This is an optimization exercise on Yosys and OpenROAD, whose aim is small area, not a production implementation.
RTL that was checked went through simulation tests only; none was proved equivalent to the original.
Power figures rest on the tool's default switching activity, not on a simulated workload.

==> 10-12 <==
==> flow/design.v <==
`timescale 1ns / 1ps
module muxer(
  input clock,
  input reset,
  input digits,           
  input dash63,           
  input [3:0] d0,
  input [3:0] d1,
  input [2:0] d2,
  input [3:0] d3,
  output a_m, b_m, c_m, d_m, e_m, f_m, g_m, dp_m,
  output [3:0] an_m
  );
reg [14:0] s;
reg b;
reg [1:0] g;
wire z = ~|s[13:0];
wire fb = s[14] ^ s[13] ^ z;
wire wrap = s[14] & z;      
always @(posedge clock or posedge reset) begin
  if (reset) begin
    s <= 15'd0;
    b <= 1'b0;
    g <= 2'd0;
  end else begin
    s <= {s[13:0], fb};
    b <= b ^ wrap;
    g <= (wrap & b) ? {g[0], ~g[1]} : g;
  end
end
reg [3:0] v;
always @(*) begin
    case (g)
      2'b00: v = d0;
      2'b01: v = d1;
      2'b11: v = {d2[2], ~d2[2], d2[1:0]};
      default: v = d3;
    endcase
end
reg [6:0] seg;
always @(*) begin
  case (v)
    4'd0: seg = 7'b0111111;
    4'd1: seg = 7'b0111111;
    4'd2: seg = 7'b0111111;
    4'd3: seg = 7'b0111111;
    4'd4: seg = 7'b0111111;
    4'd5: seg = 7'b0111111;
    4'd6: seg = 7'b1000000;
    4'd7: seg = 7'b1111001;
    4'd8: seg = 7'b0100100;
    4'd9: seg = 7'b0110000;
    4'd10: seg = 7'b0011001;
    4'd11: seg = 7'b0010010;
    4'd12: seg = 7'b0000010;
    4'd13: seg = 7'b1111000;
    4'd14: seg = 7'b0000000;
    4'd15: seg = 7'b0010000;
  endcase
end
reg [6:0] sp;
always @(*) begin
  if (dash63)
    case (g)
      2'b00: sp = 7'b0110000;
      2'b01: sp = 7'b0000010;
      2'b11: sp = 7'b0111111;
      2'b10: sp = 7'b0111111;
    endcase
  else
    case (g)
      2'b00: sp = 7'b0111111;
      2'b01: sp = 7'b1001111;
      2'b11: sp = 7'b0001001;
      2'b10: sp = 7'b0111111;
    endcase
end
assign {g_m, f_m, e_m, d_m, c_m, b_m, a_m} = digits ? seg : sp;
assign an_m = {~(g[1] & ~g[0]), ~(g[1] & g[0]), ~(~g[1] & g[0]), ~(~g[1] & ~g[0])};
assign dp_m = ~g[0];
endmodule
`timescale 1ns / 1ps
module reaction_main(
  input clock, reset, start, stop, ave, ave2,
  output led,
  output [3:0] an,
  output a, b, c, d, e, f, g, dp
  );
reg dffstr1, dffstr2, dffstp1, dffstp2;
always @(posedge clock) begin
  dffstr1 <= start;
  dffstr2 <= dffstr1;
  dffstp1 <= stop;
  dffstp2 <= dffstp1;
end
wire db_start = ~dffstr1 & dffstr2;
wire db_stop  = ~dffstp1 & dffstp2;
reg q0, q1, q2;
reg [28:0] r;
localparam [28:0] TERM = 29'd500000000;
localparam [28:0] INIT = (TERM & 29'h1F000000) | (29'd6 << 20) | (29'd2 << 17)
                       | (29'd6 << 13) | (29'd6 << 9) | 29'd11;
localparam [28:0] SETM = INIT & ~(TERM + 29'd1);
localparam [28:0] CLRM = ~INIT & (TERM + 29'd1);
wire eq      = (r == TERM);
wire idle    = ~q0 & ~q1;
wire startng = q0 & ~q1;
wire run     = q1 & (q0 | ~q2);
wire shift   = idle & ~db_start;
wire load    = startng & eq;
wire [29:0] cy;
assign cy[0] = startng | run;
genvar i;
generate for (i = 0; i < 29; i = i + 1) begin : chain
  assign cy[i+1] = cy[i] & r[i];
end endgenerate
wire wt = q1 & cy[9];
wire w0 = q1 & cy[13];
wire w1 = q1 & cy[17];
wire w2 = q1 & cy[20];
wire w3 = q1 & cy[24];
wire [28:0] corr = {5'b0, 1'b0, w3, w3, 1'b0, 1'b0, w2, 1'b0,
                    1'b0, w1, w1, 1'b0, 1'b0, w0, w0, 1'b0,
                    5'b0, wt, 1'b0, wt, wt};
wire [28:0] inc = ((r ^ cy[28:0]) | corr | (SETM & {29{load}})) & ~(CLRM & {29{load}});
always @(posedge clock or posedge reset) begin
  if (reset) begin
    r  <= 29'hF;
    q0 <= 1'b0;
    q1 <= 1'b0;
    q2 <= 1'b0;
  end else begin
    r  <= shift ? {r[27:0], r[28] ^ r[26]} : inc;
    q0 <= ~q1 & (q0 | db_start);
    q1 <= q1 | (q0 & eq);
    q2 <= idle ? ave : (q1 ? (~q0 & (q2 | db_stop)) : q2);
  end
end
assign led = (q1 | (q0 & eq)) & ~db_stop;
muxer display (
  .clock(clock), .reset(reset),
  .digits(q1), .dash63(q0 ? q2 : ave),
  .d0(r[12:9]), .d1(r[16:13]), .d2(r[19:17]), .d3(r[23:20]),
  .a_m(a), .b_m(b), .c_m(c), .d_m(d), .e_m(e), .f_m(f), .g_m(g),
  .dp_m(dp), .an_m(an)
);
endmodule
==> flow/flow/run.sh <==
#!/bin/bash
# The standard layout (the standard.sh) with three changes:
#  - after floorplanning, each combinational cell that synthesis sized up is
#    swapped for the smallest cell of its family (flow/downsize.tcl); the
#    placement and CTS repair steps size up again where timing needs it;
#  - the port buffers are the smallest buffer cell (buf_1);
#  - clock tree synthesis adds no dummy loads.
# Each tool's output stays in the ORFS logs under orfs/logs; make's own
# output goes to standard.log.
set -e
echo "export POST_FLOORPLAN_TCL = $PWD/flow/downsize.tcl" >> config.mk
echo 'export BUFFER_PORTS_ARGS = -buffer_cell sky130_fd_sc_hd__buf_1' >> config.mk
echo 'export CTS_ARGS = -sink_clustering_enable -repair_clock_nets -dont_use_dummy_load' >> config.mk
bash standard.sh > standard.log 2>&1
==> flow/flow/downsize.tcl <==
# Swap each combinational standard cell for the smallest cell of its family
# (same function and pins, another drive strength).  Registers, clock
# cells, tie cells and physical cells keep theirs.  Later repair steps
# upsize again where timing, slew or capacitance need it.
proc ds_dont_use { name } {
  foreach pat $::env(DONT_USE_CELLS) {
    if { [string match $pat $name] } { return 1 }
  }
  return 0
}
set ds_db [ord::get_db]
set ds_count 0
set ds_saved 0
foreach ds_inst [[ord::get_db_block] getInsts] {
  set ds_master [$ds_inst getMaster]
  set ds_name [$ds_master getName]
  if { ![regexp {^(sky130_fd_sc_hd__)([a-z0-9]+)_([0-9]+)$} $ds_name -> ds_pfx ds_base ds_drv] } { continue }
  if { [regexp {^(df|edf|sdf|sedf|dl|tap|fill|decap|conb|clk|lpflow|probe|diode)} $ds_base] } { continue }
  set ds_best $ds_master
  foreach ds_d {0 1 2 3 4 6 8 12 16} {
    set ds_cand [$ds_db findMaster "${ds_pfx}${ds_base}_${ds_d}"]
    if { $ds_cand == "NULL" || $ds_cand == "" } { continue }
    if { [ds_dont_use [$ds_cand getName]] } { continue }
    if { [$ds_cand getWidth] < [$ds_best getWidth] } { set ds_best $ds_cand }
  }
  if { $ds_best != $ds_master } {
    set ds_saved [expr { $ds_saved + [$ds_master getWidth] - [$ds_best getWidth] }]
    $ds_inst swapMaster $ds_best
    incr ds_count
  }
}
puts "downsize: swapped $ds_count cells, width saved [expr { $ds_saved / 1000.0 }] um"
==> flow/standard.sh <==
#!/bin/bash
# synth_recipe.tcl (not shown) runs the flow's synth.tcl, then flattens the netlist and writes it again
# the make line also repeats each setting of config.mk as NAME=value (left out here)
make -C /OpenROAD-flow-scripts/flow DESIGN_CONFIG=/design/flow/config.mk WORK_HOME=/design/flow/orfs CLKGATE_MAP_FILE= SYNTH_SCRIPT=/design/flow/synth_recipe.tcl "${@:-finish}"
==> flow/config.mk <==
export PLATFORM = sky130hd
export DESIGN_NAME = reaction_main
export DESIGN_NICKNAME = reaction_main
export VERILOG_FILES = /design/flow/design.v
export SDC_FILE = /design/flow/constraint.sdc
export NUM_CORES = 4
export LEC_CHECK = 0
export CAP_MARGIN = 20
export CORE_MARGIN = 2
export CORE_UTILIZATION = 40
export SLEW_MARGIN = 20
export POST_FLOORPLAN_TCL = /design/flow/flow/downsize.tcl
export BUFFER_PORTS_ARGS = -buffer_cell sky130_fd_sc_hd__buf_1
export CTS_ARGS = -sink_clustering_enable -repair_clock_nets -dont_use_dummy_load
==> flow/constraint.sdc <==
create_clock -name core_clock -period 6.0 [get_ports {clock}]
set_input_delay 1.2000 -clock core_clock [delete_from_list [all_inputs] [get_ports {clock}]]
set_output_delay 1.2000 -clock core_clock [all_outputs]
set_load 0.01 [all_outputs]
==> 02-06: changes against 10-12 <==
--- a/flow/design.v
+++ b/flow/design.v
@@ -110,8 +110,17 @@
 wire load    = startng & eq;
+localparam G = 15;
 wire [29:0] cy;
-assign cy[0] = startng | run;
-genvar i;
-generate for (i = 0; i < 29; i = i + 1) begin : chain
-  assign cy[i+1] = cy[i] & r[i];
+wire [1:0] gc;
+assign gc[0] = startng | run;
+genvar i, j;
+generate for (j = 0; j < 2; j = j + 1) begin : grp
+  if (j < 1) begin : skip
+    assign gc[j+1] = gc[j] & (&r[G*j+G-1:G*j]);
+  end
+  assign cy[G*j] = gc[j];
+  for (i = G*j; i < G*j+G-1 && i < 28; i = i + 1) begin : rip
+    assign cy[i+1] = cy[i] & r[i];
+  end
 end endgenerate
+assign cy[29] = cy[28] & r[28];
 wire wt = q1 & cy[9];
==> 12-27: changes against 10-12 <==
==> flow/design.v, changed modules only <==
module muxer(
  input clock,
  input reset,
  input digits,           
  input dash63,           
  input [3:0] d0,
  input [3:0] d1,
  input [2:0] d2,
  input [3:0] d3,
  output a_m, b_m, c_m, d_m, e_m, f_m, g_m, dp_m,
  output [3:0] an_m
  );
reg [15:0] s;
reg [1:0] g;    
wire z = ~|s[14:0];
wire fb = s[15] ^ s[14] ^ s[12] ^ s[3] ^ z;
wire wrap = s[15] & z;
always @(posedge clock or posedge reset) begin
  if (reset) begin
    s <= 16'd0;
    g <= 2'd0;
  end else begin
    s <= {s[14:0], fb};
    g <= wrap ? {g[0], ~g[1]} : g;
  end
end
reg [3:0] v;
always @(*) begin
  if (digits)
    case (g)
      2'b00: v = d0;
      2'b01: v = d1;
      2'b11: v = {d2[2], ~d2[2], d2[1:0]};
      default: v = d3;
    endcase
  else if (dash63)
    case (g)
      2'b00: v = 4'd9;
      2'b01: v = 4'd12;
      2'b11: v = 4'd0;
      2'b10: v = 4'd0;
    endcase
  else
    case (g)
      2'b00: v = 4'd0;
      2'b01: v = 4'd5;
      2'b11: v = 4'd4;
      2'b10: v = 4'd0;
    endcase
end
reg [6:0] seg;
always @(*) begin
  case (v)
    4'd0: seg = 7'b0111111;
    4'd1: seg = 7'b0111111;
    4'd2: seg = 7'b0111111;
    4'd3: seg = 7'b0111111;
    4'd4: seg = 7'b0001001;
    4'd5: seg = 7'b1001111;
    4'd6: seg = 7'b1000000;
    4'd7: seg = 7'b1111001;
    4'd8: seg = 7'b0100100;
    4'd9: seg = 7'b0110000;
    4'd10: seg = 7'b0011001;
    4'd11: seg = 7'b0010010;
    4'd12: seg = 7'b0000010;
    4'd13: seg = 7'b1111000;
    4'd14: seg = 7'b0000000;
    4'd15: seg = 7'b0010000;
  endcase
end
assign {g_m, f_m, e_m, d_m, c_m, b_m, a_m} = seg;
assign an_m = {~(g[1] & ~g[0]), ~(g[1] & g[0]), ~(~g[1] & g[0]), ~(~g[1] & ~g[0])};
assign dp_m = ~g[0];
endmodule
module reaction_main(
  input clock, reset, start, stop, ave, ave2,
  output led,
  output [3:0] an,
  output a, b, c, d, e, f, g, dp
  );
reg dffstr1, dffstr2, dffstp1, dffstp2;
always @(posedge clock) begin
  dffstr1 <= start;
  dffstr2 <= dffstr1;
  dffstp1 <= stop;
  dffstp2 <= dffstp1;
end
wire db_start = ~dffstr1 & dffstr2;
wire db_stop  = ~dffstp1 & dffstp2;
reg q0, q1, q2;
reg [28:0] r;
localparam [28:0] TERM = 29'd500000000;
localparam [28:0] INIT = (TERM & 29'h1F000000) | (29'd6 << 20) | (29'd2 << 17)
                       | (29'd6 << 13) | (29'd6 << 9) | 29'd11;
localparam [28:0] SETM = INIT & ~(TERM + 29'd1);
localparam [28:0] CLRM = ~INIT & (TERM + 29'd1);
wire eq      = (r == TERM);
wire idle    = ~q0 & ~q1;
wire startng = q0 & ~q1;
wire run     = q1 & (q0 | ~q2);
wire shift   = idle & ~db_start;
wire load    = startng & eq;
wire [29:0] cy;
wire [7:0] gc;
assign gc[0] = startng | run;
genvar i, j;
generate for (j = 0; j < 8; j = j + 1) begin : grp
  if (j < 7) begin : skip
    assign gc[j+1] = gc[j] & (&r[4*j+3:4*j]);
  end
  assign cy[4*j] = gc[j];
  for (i = 4*j; i < 4*j+3 && i < 28; i = i + 1) begin : rip
    assign cy[i+1] = cy[i] & r[i];
  end
end endgenerate
assign cy[29] = cy[28] & r[28];
wire wt = q1 & cy[9];
wire w0 = q1 & cy[13];
wire w1 = q1 & cy[17];
wire w2 = q1 & cy[20];
wire w3 = q1 & cy[24];
wire [28:0] corr = {5'b0, 1'b0, w3, w3, 1'b0, 1'b0, w2, 1'b0,
                    1'b0, w1, w1, 1'b0, 1'b0, w0, w0, 1'b0,
                    5'b0, wt, 1'b0, wt, wt};
wire [28:0] inc = ((r ^ cy[28:0]) | corr | (SETM & {29{load}})) & ~(CLRM & {29{load}});
always @(posedge clock or posedge reset) begin
  if (reset) begin
    r  <= 29'hF;
    q0 <= 1'b0;
    q1 <= 1'b0;
    q2 <= 1'b0;
  end else begin
    r  <= shift ? {r[27:0], r[28] ^ r[26]} : inc;
    q0 <= ~q1 & (q0 | db_start);
    q1 <= q1 | (q0 & eq);
    q2 <= idle ? ave : (q1 ? (~q0 & (q2 | db_stop)) : q2);
  end
end
assign led = (q1 | (q0 & eq)) & ~db_stop;
muxer display (
  .clock(clock), .reset(reset),
  .digits(q1), .dash63(q0 ? q2 : ave),
  .d0(r[12:9]), .d1(r[16:13]), .d2(r[19:17]), .d3(r[23:20]),
  .a_m(a), .b_m(b), .c_m(c), .d_m(d), .e_m(e), .f_m(f), .g_m(g),
  .dp_m(dp), .an_m(an)
);
endmodule
GPL_TIMING_DRIVEN = 0   (was not set)
==> summary.txt <==
Outcome
  – Outcome: timing/DRC/antenna clean

Timing
  – Final worst slack: 1.76 ns

Layout
  – Layout clock area frac: 0.0225
  – Final nets: 336

Placed design
  – Placed Cells: 398

Die
  – Die height: 88.7 um
The numbers above come from 12-27.

==> summary.txt <==
Layout
  – Final nets: 320

Outcome
  – Outcome: timing/DRC/antenna clean

Placed design
  – Placed Cells: 356

Die
  – Die height: 87.1 um

Power and ir drop
  – Internal power: 587 uW
The numbers above come from 10-12.

==> summary.txt <==
Outcome
  – Outcome: timing/DRC/antenna clean

Route
  – Vias: 1910

Die
  – Die height: 87.1 um

Placed design
  – Placed Cells: 349

Layout
  – Final nets: 310
  – Layout clock area frac: 0.0238

Power and ir drop
  – Overall Power: 847 uW
The numbers above come from 02-06.

No functional check of the RTL was part of 10-12 and 02-06.

-- port drivers added, routing unchanged --
No port has a modelled driver above. Below, the same layouts with a new extraction and two added sets of constraints.
Step 1 (the two cells are an assumption about what drives the block):
set clk [get_ports {clock}]
set_driving_cell -lib_cell sky130_fd_sc_hd__clkbuf_16 $clk
set_driving_cell -lib_cell sky130_fd_sc_hd__buf_2 [delete_from_list [all_inputs] $clk]
Step 2 moves the port delays by t, midway between the first and last clock arrival at a register: inputs arrive t later, outputs are due t later. That takes back most of the time a late clock gives input paths.
Slacks: ideal / step 1 / step 2; pairs: ideal / step 1.
run	t (ns)	slack for setup (ns)	worst register clock-pin slew, ns	cell pins on the clock port's net
10-12	0.322	0.210 / 0.210 / 0.210	0.10 / 0.10	1
02-06	0.331	1.647 / 1.647 / 1.647	0.10 / 0.10	1
12-27	0.333	1.759 / 1.737 / 1.737	0.10 / 0.10	1
After both steps setup and hold are still met in every run listed. The setup slack of 12-27, which loses most, moves by -0.022 ns with the drivers and by -0.022 ns with both steps.
